Context: an optimization exercise on an open-source flow, tuned for small area, a short achievable clock period and few clock cycles. The choices shown serve that exercise and are no tape-out recipe.
No run shown here included a check of the RTL's function; only the layout flow was run.
Power and IR drop assume default switching activity.

`run.sh`:
```
#!/bin/bash
# synth_recipe.tcl (not shown) runs the flow's synth.tcl, then flattens the netlist and writes it again
# the make line also repeats each setting of config.mk as NAME=value (left out here)
make -C /OpenROAD-flow-scripts/flow DESIGN_CONFIG=/design/flow/config.mk WORK_HOME=/design/flow/orfs CLKGATE_MAP_FILE= SYNTH_SCRIPT=/design/flow/synth_recipe.tcl finish
```
`config.mk`:
```
export PLATFORM = sky130hd
export DESIGN_NAME = physics_engine
export DESIGN_NICKNAME = physics_engine
export VERILOG_FILES = /design/flow/design.v
export SDC_FILE = /design/flow/constraint.sdc
export NUM_CORES = 4
export LEC_CHECK = 0
export ABC_CLOCK_PERIOD_IN_PS = 2500
export CAP_MARGIN = 20
export CORE_MARGIN = 2
export CORE_UTILIZATION = 40
export SETUP_SLACK_MARGIN = 3.5
export SLEW_MARGIN = 20
```
`constraint.sdc`:
```
create_clock -name core_clock -period 6.0 [get_ports {clk}]
set_input_delay 1.2000 -clock core_clock [delete_from_list [all_inputs] [get_ports {clk}]]
set_output_delay 1.2000 -clock core_clock [all_outputs]
set_load 0.01 [all_outputs]
```
`design.v`:
```
`timescale 1ns / 1ps
module iterative_divider (
    input  wire [16:0] t_in,
    input  wire        a_in,
    input  wire [15:0] v,
    input  wire        mask,       
    input  wire [6:0]  wx,
    input  wire [6:0]  wy,
    input  wire [16:0] accx_in,
    input  wire        satx_in,
    input  wire [15:0] accy_in,
    input  wire        saty_in,
    output wire [16:0] t_out,
    output wire [16:0] accx_out,
    output wire        satx_out,
    output wire [15:0] accy_out,
    output wire        saty_out
);
    wire [17:0] u  = {t_in, a_in};
    wire [18:0] v1 = {3'b0, v};
    wire [18:0] v2 = {2'b0, v, 1'b0};
    wire [18:0] e1 = {1'b0, u} - v1;
    wire [18:0] e2 = {1'b0, u} - v2;
    wire [18:0] na = ~v1;
    wire [18:0] nb = ~v2;
    wire [18:0] uu = {1'b0, u};
    wire [18:0] cs_s = uu ^ na ^ nb;
    wire [18:0] cs_c = {(uu[17:0] & na[17:0]) | (uu[17:0] & nb[17:0]) | (na[17:0] & nb[17:0]), 1'b0};
    wire [18:0] e3 = cs_s + cs_c + 19'd2;
    wire g1 = ~e1[18];
    wire g2 = ~e2[18];
    wire g3 = ~e3[18];
    wire [1:0] d = g3 ? 2'd3 : g2 ? 2'd2 : g1 ? 2'd1 : 2'd0;
    wire [15:0] r = g3 ? e3[15:0] : g2 ? e2[15:0] : g1 ? e1[15:0] : u[15:0];
    assign t_out = {r, 1'b0};
    wire [8:0] wx3 = {2'b0, wx} + {1'b0, wx, 1'b0};
    wire [8:0] wy3 = {2'b0, wy} + {1'b0, wy, 1'b0};
    wire [19:0] cx0 = {1'b0, accx_in, 2'b0};
    wire [19:0] cx1 = cx0 + {13'd0, wx};
    wire [19:0] cx2 = cx0 + {12'd0, wx, 1'b0};
    wire [19:0] cx3 = cx0 + {11'd0, wx3};
    wire [18:0] cy0 = {1'b0, accy_in, 2'b0};
    wire [18:0] cy1 = cy0 + {12'd0, wy};
    wire [18:0] cy2 = cy0 + {11'd0, wy, 1'b0};
    wire [18:0] cy3 = cy0 + {10'd0, wy3};
    wire [1:0] dm = mask ? 2'd0 : d;
    reg  [19:0] cx;
    reg  [18:0] cy;
    always @* begin
        case (dm)
            2'd0: begin cx = cx0; cy = cy0; end
            2'd1: begin cx = cx1; cy = cy1; end
            2'd2: begin cx = cx2; cy = cy2; end
            default: begin cx = cx3; cy = cy3; end
        endcase
    end
    assign accx_out = cx[16:0];
    assign satx_out = satx_in | (|cx[19:17]);
    assign accy_out = cy[15:0];
    assign saty_out = saty_in | (|cy[18:16]);
endmodule
`timescale 1ns / 1ps
module physics_engine #(
    parameter SCREEN_WIDTH = 320,
    parameter SCREEN_HEIGHT = 240
    ) (
    input  wire        clk,
    input  wire        resetn,
    input  wire        fire,
    input  wire [15:0] axi_Z_dist,
    input  wire [15:0] axi_arrow_vel,
    input  wire [7:0]  wind_x_in,
    input  wire [7:0]  wind_y_in,
    input  wire [8:0]  aim_x,
    input  wire [7:0]  aim_y,
    output reg         result_valid,
    output reg [8:0]   land_x,
    output reg [7:0]   land_y
);
    function [19:0] norm16;      
        input [15:0] x;
        reg   [15:0] y;
        reg   [3:0]  n;
        begin
            y = x; n = 4'd0;
            if (y[15:8] == 8'd0) begin y = {y[7:0], 8'd0};  n[3] = 1'b1; end
            if (y[15:12] == 4'd0) begin y = {y[11:0], 4'd0}; n[2] = 1'b1; end
            if (y[15:14] == 2'd0) begin y = {y[13:0], 2'd0}; n[1] = 1'b1; end
            if (y[15] == 1'b0)    begin y = {y[14:0], 1'b0}; n[0] = 1'b1; end
            norm16 = {n, y};
        end
    endfunction
    wire [19:0] nz = norm16(axi_Z_dist);
    wire [19:0] nv = norm16(axi_arrow_vel);
    wire [5:0]  s  = 6'd8 + {2'b0, nv[19:16]} - {2'b0, nz[19:16]};
    wire        zero_q = (axi_arrow_vel == 16'd0) || (axi_Z_dist == 16'd0) || s[5];
    reg         busy;
    reg  [3:0]  cnt;         
    reg  [16:0] t;
    reg         a;
    reg  [14:0] vn;          
    reg  [6:0]  wxm, wym;
    reg         wxn, wyn;
    reg  [8:0]  ax;
    reg  [7:0]  ay;
    reg  [16:0] accx;
    reg  [15:0] accy;
    reg         satx, saty;
    wire [16:0] t_nx;
    wire [16:0] accx_nx;
    wire [15:0] accy_nx;
    wire        satx_nx, saty_nx;
    iterative_divider core (
        .t_in(t), .a_in(a), .v({1'b1, vn}), .mask(cnt[3]), .wx(wxm), .wy(wym),
        .accx_in(accx), .satx_in(satx), .accy_in(accy), .saty_in(saty),
        .t_out(t_nx), .accx_out(accx_nx), .satx_out(satx_nx),
        .accy_out(accy_nx), .saty_out(saty_nx));
    always @(posedge clk) begin
        if (!resetn) begin
            busy         <= 1'b0;
            result_valid <= 1'b0;
        end else begin
            result_valid <= 1'b0;
            if (fire) begin
                busy         <= ~zero_q;
                result_valid <= zero_q;
            end else if (busy && cnt == 4'd0) begin
                busy         <= 1'b0;
                result_valid <= 1'b1;
            end
        end
    end
    always @(posedge clk) begin
        if (fire) begin
            t    <= s[0] ? {1'b0, nz[15:0]} : {2'b0, nz[15:1]};
            a    <= s[0] ? 1'b0 : nz[0];
            vn   <= nv[14:0];
            cnt  <= s[4:1];
            wxm  <= wind_x_in[6:0];
            wym  <= wind_y_in[6:0];
            wxn  <= wind_x_in[7];
            wyn  <= wind_y_in[7];
            ax   <= aim_x;
            ay   <= aim_y;
            accx <= 17'd0;
            accy <= 16'd0;
            satx <= 1'b0;
            saty <= 1'b0;
        end else if (busy) begin
            t    <= t_nx;
            a    <= 1'b0;
            cnt  <= cnt - 4'd1;
            accx <= accx_nx;
            accy <= accy_nx;
            satx <= satx_nx;
            saty <= saty_nx;
        end
    end
    wire [8:0] dx = accx[16:8];
    wire [7:0] dy = accy[15:8];
    wire [9:0] sum_x = {1'b0, ax} + {1'b0, dx};
    wire [8:0] sum_y = {1'b0, ay} + {1'b0, dy};
    wire [8:0] dif_x = ax - dx;
    wire [7:0] dif_y = ay - dy;
    always @* begin
        if (wxn)
            land_x = (satx || dx > ax) ? 9'd0 :
                     (dif_x >= SCREEN_WIDTH) ? SCREEN_WIDTH - 1 : dif_x;
        else
            land_x = (satx || sum_x >= SCREEN_WIDTH) ? SCREEN_WIDTH - 1 : sum_x[8:0];
        if (wyn)
            land_y = (saty || dy > ay) ? 8'd0 :
                     (dif_y >= SCREEN_HEIGHT) ? SCREEN_HEIGHT - 1 : dif_y;
        else
            land_y = (saty || sum_y >= SCREEN_HEIGHT) ? SCREEN_HEIGHT - 1 : sum_y[7:0];
    end
endmodule
```
==> impl_metrics.toml, run 1 <==
[status]
outcome = "finished clean"

[pwr]
p_per_area_nw_per_um2 = 463
leakage_nw = 7.14
peakVddDrop_mv = 0.353
fin_total_pwr_mw = 8.04

[routing]
drtIter0Drc = 747
drt_pass1_iterations = 5
vias = 12500
totalWireLength_um = 40300
vias_per_cell = 5.79
wl_per_cell_um = 18.7
ant_nets = 0
post-route-drc-count = 0

[worst_setup_path]
crit_buf_inv = 5
start_kind = "flop"
critPathMaxFanout = 7
max_stage_delay_ps = 540
r2r-start = "vn[2]$_DFFE_PP_"
crit_path_end_kind = "flop"
critPathRequiredTime_ps = 6290
worst-r2r-setup-slack_ps = 460
cp_common_cell = "ha_4"
crit_arrival_ps = 5830
slowest_stage = "fa_1"
path_delay_family = "compound AO/OA/AOI/OAI gates"
reg2reg_to = "accx[14]$_SDFFE_PP0P_"
critPathKind = "reg -> reg"
reg2reg_depth = 26

[logic_synthesis]
synth_flop_cell = "edfxtp_1"
avgSynthCellArea_um2 = 8.44
ys_warn_count = 2
syn_inst = 1502
ys_async_sr_fraction = 0
ys_seq_elements = 107
synth_edf_count = 70
yosysSeqAreaShare = 0.224
syn-cell-area_um2 = 12700
syn_nets = 1746
ys_types = 92

[timing]
finalSetupViolations = 0
tightest_slew_ps = 1210
fin_crit_sh = 0.923
min_period_ps = 5540
max_freq_ghz = 0.180
hold_violations = 0
drv_slew = 0
fin_setup_tns_ps = 0
rsz0062_at_grt = "true"
slew_headroom = 0.185
clock_skew_ps = 18.2

[cells_and_area]
layout_common_cells = "148 x buf_4, 122 x inv_1, 112 x ha_1, 105 x nor2_1, 89 x nand2_1"
area_delta_synth_final_pct = 36.9
fillers = 2779
mostFrequentLayoutCell = "buf_4"
fin_area_um2 = 17400
utilization = 0.553
drive_gt1_frac = 0.297
nets = 1997
diodes = 0

[cts]
ctsHtreeMaxLevel = 3
clk-insertion-delay-late_ps = 380
cts.sinks = 107
cts-root-buf = "clkbuf_16"
cts_inserted_buffers = 9
clk_pin_slew_worst_paths_ps = 80
cts_max_path_buffers = 2
cts_tree = "yes"

[die]
die_x_um = 182
start_util = 0.404
rows = 65
core_area_um2 = 31400
die_area_um2 = 33100
io_pins = 86
die_h_um = 182

[grt]
first_global_vias = 12000
track_usage = 0.235
grt_pass1_wl_um = 63000
grt_max_degree = 56
grt-ovfl-total = 0
antenna_found_initial = 0

[min_path]
hp-class = "reg -> reg"
holdCritStartpoint = "accy[5]$_SDFFE_PP0P_"
hold_end = "accy[7]$_SDFFE_PP0P_"
min_delay_path_depth = 2

[placement]
placed_cell_area_um2 = 14300
gp_congestion = 0.934
post-dp-hpwl_um = 27600
port-buffer-count = 85

[flow_run]
drv_cap = 0
cell usage after synthesis (all sizes together), types with 19 or more instances:
| cell | number | area [um2] |
|---|---|---|
| mux2i | 41 | 410 |
| xnor2 | 51 | 447 |
| inv | 143 | 539 |
| buf | 21 | 116 |
| nand2 | 94 | 353 |
| nor2 | 116 | 469 |
| a21oi | 104 | 524 |
| nand3 | 28 | 140 |
| edfxtp | 70 | 2100 |
| dfxtp | 37 | 741 |
| xor2 | 21 | 184 |
| a22oi | 19 | 148 |
| a21o | 36 | 270 |
| o21a | 20 | 150 |
| ha | 140 | 1750 |
| nor3 | 37 | 185 |
| fa | 36 | 721 |
| nor2b | 20 | 125 |
| o211ai | 19 | 156 |
| o21ai | 114 | 582 |
| clkbuf | 36 | 135 |
| nand2b | 20 | 125 |
| a211oi | 33 | 268 |
repair_timing:
item,CTS,global route
buffers inserted,129,59
gates resized for setup,247,160
setup endpoints to repair,113,92
cloned,2,0
hold buffers,0,0
pin swaps,112,104
sequential cells by signal (all words and copies together) (netlist names), 4 cells and up:
name,count
accx,17
t,17
accy,16
vn,15
ax,9
ay,8
wxm,7
wym,7
cnt,4
routing by layer:
layer | wire [um] | part of all wire | track usage | vias to the layer above
li1 | - | - | - | 6052
met1 | 18100 | 0.45 | 0.311 | 6051
met2 | 19400 | 0.48 | 0.404 | 352
met3 | 1950 | 0.048 | 0.0325 | 61
met4 | 894 | 0.022 | 0.0603 | 0
met5 | 0 | 0 | 0 | -
stage by stage:
step / setup WS, ps / hold slack [ps] / std cells
2_1_floorplan: 511 / 471 / 1502
3_3_place_gp: 155 / 499 / 1954
3_5_place_dp: 105 / 508 / 1954
4_1_cts: 487 / 518 / 2101
5_1_grt: 212 / 535 / 2160
6_report: 459 / 521 / 2160
where the power goes:
part | total, mW | leakage, nW | internal (mW) | switching, mW
Combinational | 6.27 | 5.99 | 2.93 | 3.34
Sequential | 1.16 | 1.00 | 0.971 | 0.185
Clock | 0.616 | 0.147 | 0.318 | 0.298
Total | 8.04 | 7.14 | 4.21 | 3.83
kinds of logic after synthesis:
logic type / share of synthesized area
compound gates: 0.269
xor+xnor: 0.0497
fa+ha+maj: 0.195
buf+inv: 0.0632
flops: 0.224
mux: 0.0475
simple gates: 0.152
worst max-delay path by stage:
| stage | start | endpoint | slack (ps) | depth (start not counted) |
|---|---|---|---|---|
| 2_1_floorplan | vn[1]$_DFFE_PP_ | accx[14]$_SDFFE_PP0P_ | 510 | 26 |
| 3_3_place_gp | t[1]$_DFFE_PP_ | accx[13]$_SDFFE_PP0P_ | 150 | 23 |
| 3_5_place_dp | t[1]$_DFFE_PP_ | accx[13]$_SDFFE_PP0P_ | 100 | 23 |
| 6_report | vn[2]$_DFFE_PP_ | accx[14]$_SDFFE_PP0P_ | 460 | 26 |
| 4_1_cts | vn[2]$_DFFE_PP_ | accx[13]$_SDFFE_PP0P_ | 490 | 25 |
| 5_1_grt | vn[0]$_SDFFCE_PN0P_ | accx[14]$_SDFFE_PP0P_ | 210 | 28 |
tightest hold or removal path: stages (launching register included):
cell and delay [ps]:
dfxtp_1 340, nand2_1 70, a211oi_1 60
cell type report:
type	instances	area, um2	area share
clock buffers	12	268	0.0154
inverters	146	586	0.0337
repair inverters	1	6.26	0.000360
well taps	402	503	0.0290
multi-input cells	1192	10500	0.602
clock inverters	4	23.8	0.00137
repair buffers	296	2660	0.153
flip-flops and latches	107	2870	0.165
==> inputs of run 2 (changes only) <==
--- a/config.mk
+++ b/config.mk
@@ -6,8 +6,7 @@
 export NUM_CORES = 4
 export LEC_CHECK = 0
-export ABC_CLOCK_PERIOD_IN_PS = 2500
+export ABC_CLOCK_PERIOD_IN_PS = 3000
 export CAP_MARGIN = 20
 export CORE_MARGIN = 2
 export CORE_UTILIZATION = 40
-export SETUP_SLACK_MARGIN = 3.5
 export SLEW_MARGIN = 20
==> run 2 against run 1 <==
Critical endpoint is now accx[13]$_SDFFE_PP0P_; sequential cell count unchanged; global-route usage down 1.8 points; wire length down 9.6%; clock power up 8.4%; via count down 6.9%.
==> impl_metrics.toml, run 2 <==
[cells_and_area]
drive_gt1_frac = 0.102
mostFrequentLayoutCell = "inv_1"
area_delta_synth_final_pct = 16.0
fillers = 3085
fin_area_um2 = 14700
diodes = 0
layout_common_cells = "136 x inv_1, 133 x ha_1, 112 x nor2_1, 100 x a21oi_1, 97 x o21ai_0"
nets = 1834
reg_top3 = "accx (17), t (17), accy (16)"
utilization = 0.468

[grt]
grt-ovfl-total = 0
first_global_vias = 11200
track_usage = 0.217
grt_pass1_wl_um = 58000
antenna_found_initial = 0
grt_max_degree = 40

[pwr]
power_frac_seq = 0.169
p_per_area_nw_per_um2 = 464
combPwrFrac = 0.733
clock_power_share = 0.098
leakage_nw = 5.94
switchingPower_mw = 3.34
p_sw_frac = 0.489
p_int_mw = 3.49
peakVddDrop_mv = 0.380
fin_total_pwr_mw = 6.82

[worst_setup_path]
crit_path_end_kind = "flop"
critPathMaxFanout = 4
crit_buf_inv = 3
worst-r2r-setup-slack_ps = 200
path_depth = 24
worstPathCellList = "fa_1, inv_2, ha_4, ha_4, fa_2, a211oi_2, o21ai_1, a31oi_2, o21a_1, o22ai_2, or2_4, nor3_4, buf_4, mux2_2, ha_1, a21o_1, a21o_1, a2111oi_4, buf_4, nor3_4, and3_1, nand4_1, a21oi_1, a311o_1"
crit_arrival_ps = 6070
start_kind = "flop"
reg2reg_depth = 24
critPathKind = "reg -> reg"
max_stage_delay_ps = 580
slowest_stage = "fa_1"
path_delay_family = "compound AO/OA/AOI/OAI gates"
critPathRequiredTime_ps = 6270

[logic_synthesis]
ys_async_sr_fraction = 0
avgSynthCellArea_um2 = 8.44
syn_nets = 1746
ys_types = 92
synth_top_cell_area_share = 0.166
yosysSeqAreaShare = 0.224
yosysMostFrequentCell = "ha_1"
synthTopCellsByCount = "140 x ha_1, 139 x inv_1, 112 x nor2_1"
synth_edf_count = 70
syn_inst = 1502
ys_seq_elements = 107
syn-cell-area_um2 = 12700
synthTopCellsByArea = "edfxtp_1 17%, ha_1 14%, dfxtp_1 5.8%"
ys_warn_count = 2
synth_top_area_cell = "edfxtp_1"
synth_flop_cell = "edfxtp_1"

[die]
die_area_um2 = 33100
die_h_um = 182
io_pins = 86
core_area_um2 = 31400
die_x_um = 182
rows = 65
start_util = 0.404

[cts]
clk-insertion-delay-late_ps = 390
clk_pin_slew_worst_paths_ps = 80
cts.sinks = 107
ctsHtreeMaxLevel = 3
cts_max_path_buffers = 2
cts_inserted_buffers = 9
cts-root-buf = "clkbuf_16"
cts_tree = "yes"
cts-hold-fix-buffers = 0

[placement]
port-buffer-count = 85
placed_cell_area_um2 = 14000
place_ws_ps = -59.6
gp_congestion = 0.933
post-dp-hpwl_um = 27900

[routing]
ant_nets = 0
wl_per_cell_um = 18.3
totalWireLength_um = 36500
vias_per_cell = 5.84
post-route-drc-count = 0
drt_pass1_iterations = 5
drtIter0Drc = 698
vias = 11700

[timing]
slew_headroom = 0.359
worst_slack_ps = 201
fin_crit_sh = 0.967
finalSetupViolations = 0
hold_violations = 0
hold_slack_ps = 523
clock_skew_ps = 16.1
drv_slew = 0
max_freq_ghz = 0.172
tightest_slew_ps = 958
min_period_ps = 5800
rsz0062_at_grt = "true"

[min_path]
hp-class = "reg -> reg"
min_delay_path_depth = 2

[flow_run]
drv_cap = 0

[status]
outcome = "finished clean"
run 2: cell counts after synthesis:
No cell type changed its count.
run 2: repair_timing:
item,in CTS,in global routing
endpoints found under the setup margin,6,15
buffers inserted,0,18
pin swaps,0,24
resized for setup,1,47
run 2: area by class of cell:
type,count,area (um2),share of cell area
clock inverter,4,47.5,0.00323
multi-input combinational,1192,9270,0.631
sequential,107,2840,0.193
timing repair buffer,134,1220,0.0830
tap,402,503,0.0342
inverter,146,551,0.0374
clock buffer,12,268,0.0182
run 2: stage by stage:
step                TNS (ps)  std cells
floorplan                  0       1502
global placement           0       1965
detailed placement     -65.0       1965
CTS                        0       1981
global route           -72.4       1997
finish                     0       1997
run 2: cells by family (layout without fill, tap and decap cells):
group                    count (synthesis)  after routing  share of synthesized area
AO/OA/AOI/OAI                          495            495                      0.269
XOR/XNOR                                72             72                     0.0497
adder cells (fa/ha/maj)                176            176                      0.195
buffers and inverters                  203            296                     0.0632
flip-flops                             107            107                      0.224
multiplexers                            58             58                     0.0475
AND/OR/NAND/NOR                        391            391                      0.152
run 2: path summary, 6_finish.rpt:
check | from | to
setup reg to reg | vn[1]$_DFFE_PP_ | accx[13]$_SDFFE_PP0P_
hold reg to reg | accy[5]$_SDFFE_PP0P_ | accy[7]$_SDFFE_PP0P_
setup / recovery | vn[1]$_DFFE_PP_ | accx[13]$_SDFFE_PP0P_
hold / removal | accy[5]$_SDFFE_PP0P_ | accy[7]$_SDFFE_PP0P_
run 2: routing by layer:
metal  track usage  wire (um)  part of all wire
met5             0          0                 0
met4        0.0658        753             0.021
met3        0.0307       1830             0.050
met2         0.357      16600              0.45
met1         0.296      17300              0.48
run 2: power by group through the flow:
stage               Combinational [mW]  Clock [mW]  Sequential (mW)
floorplan                         3.49           0             1.09
global placement                  4.65           0             1.16
detailed placement                4.70           0             1.16
CTS                               4.74       0.682             1.15
global route                      5.54       0.706             1.18
finish                            5.00       0.668             1.15
run 2: worst register-to-register path: cells and delay by family, from the launching register on:
kind	cells	cell delay, ps
AOI/OAI and AO/OA	10	2040
muxes	1	340
and+or+nand+nor	5	870
adders and majority gates	5	1590
DFF	1	460
buffers and inverters	3	410

-- what the ideal ports hide --
The flow's constraints put no driver on any port. The routed layouts listed below were extracted and timed again, unchanged, in two steps. Step 1 assumes that a clkbuf_16 drives the clock port and a buf_2 every other input. Step 2 moves the port delays by t, midway between the first and last clock arrival at a register: inputs arrive t later, outputs are due t later. That takes back most of the time a late clock gives input paths. Slacks: ideal ports / drivers / drivers and shift; pairs: ideal ports / drivers.
run | t, ns | slack for setup (ns) | slew at the worst register clock pin (ns)
run 1 | 0.430 | 0.459 / 0.459 / 0.459 | 0.08 / 0.08
run 2 | 0.430 | 0.201 / 0.201 / 0.201 | 0.09 / 0.09
After both steps setup and hold are still met in every run listed.
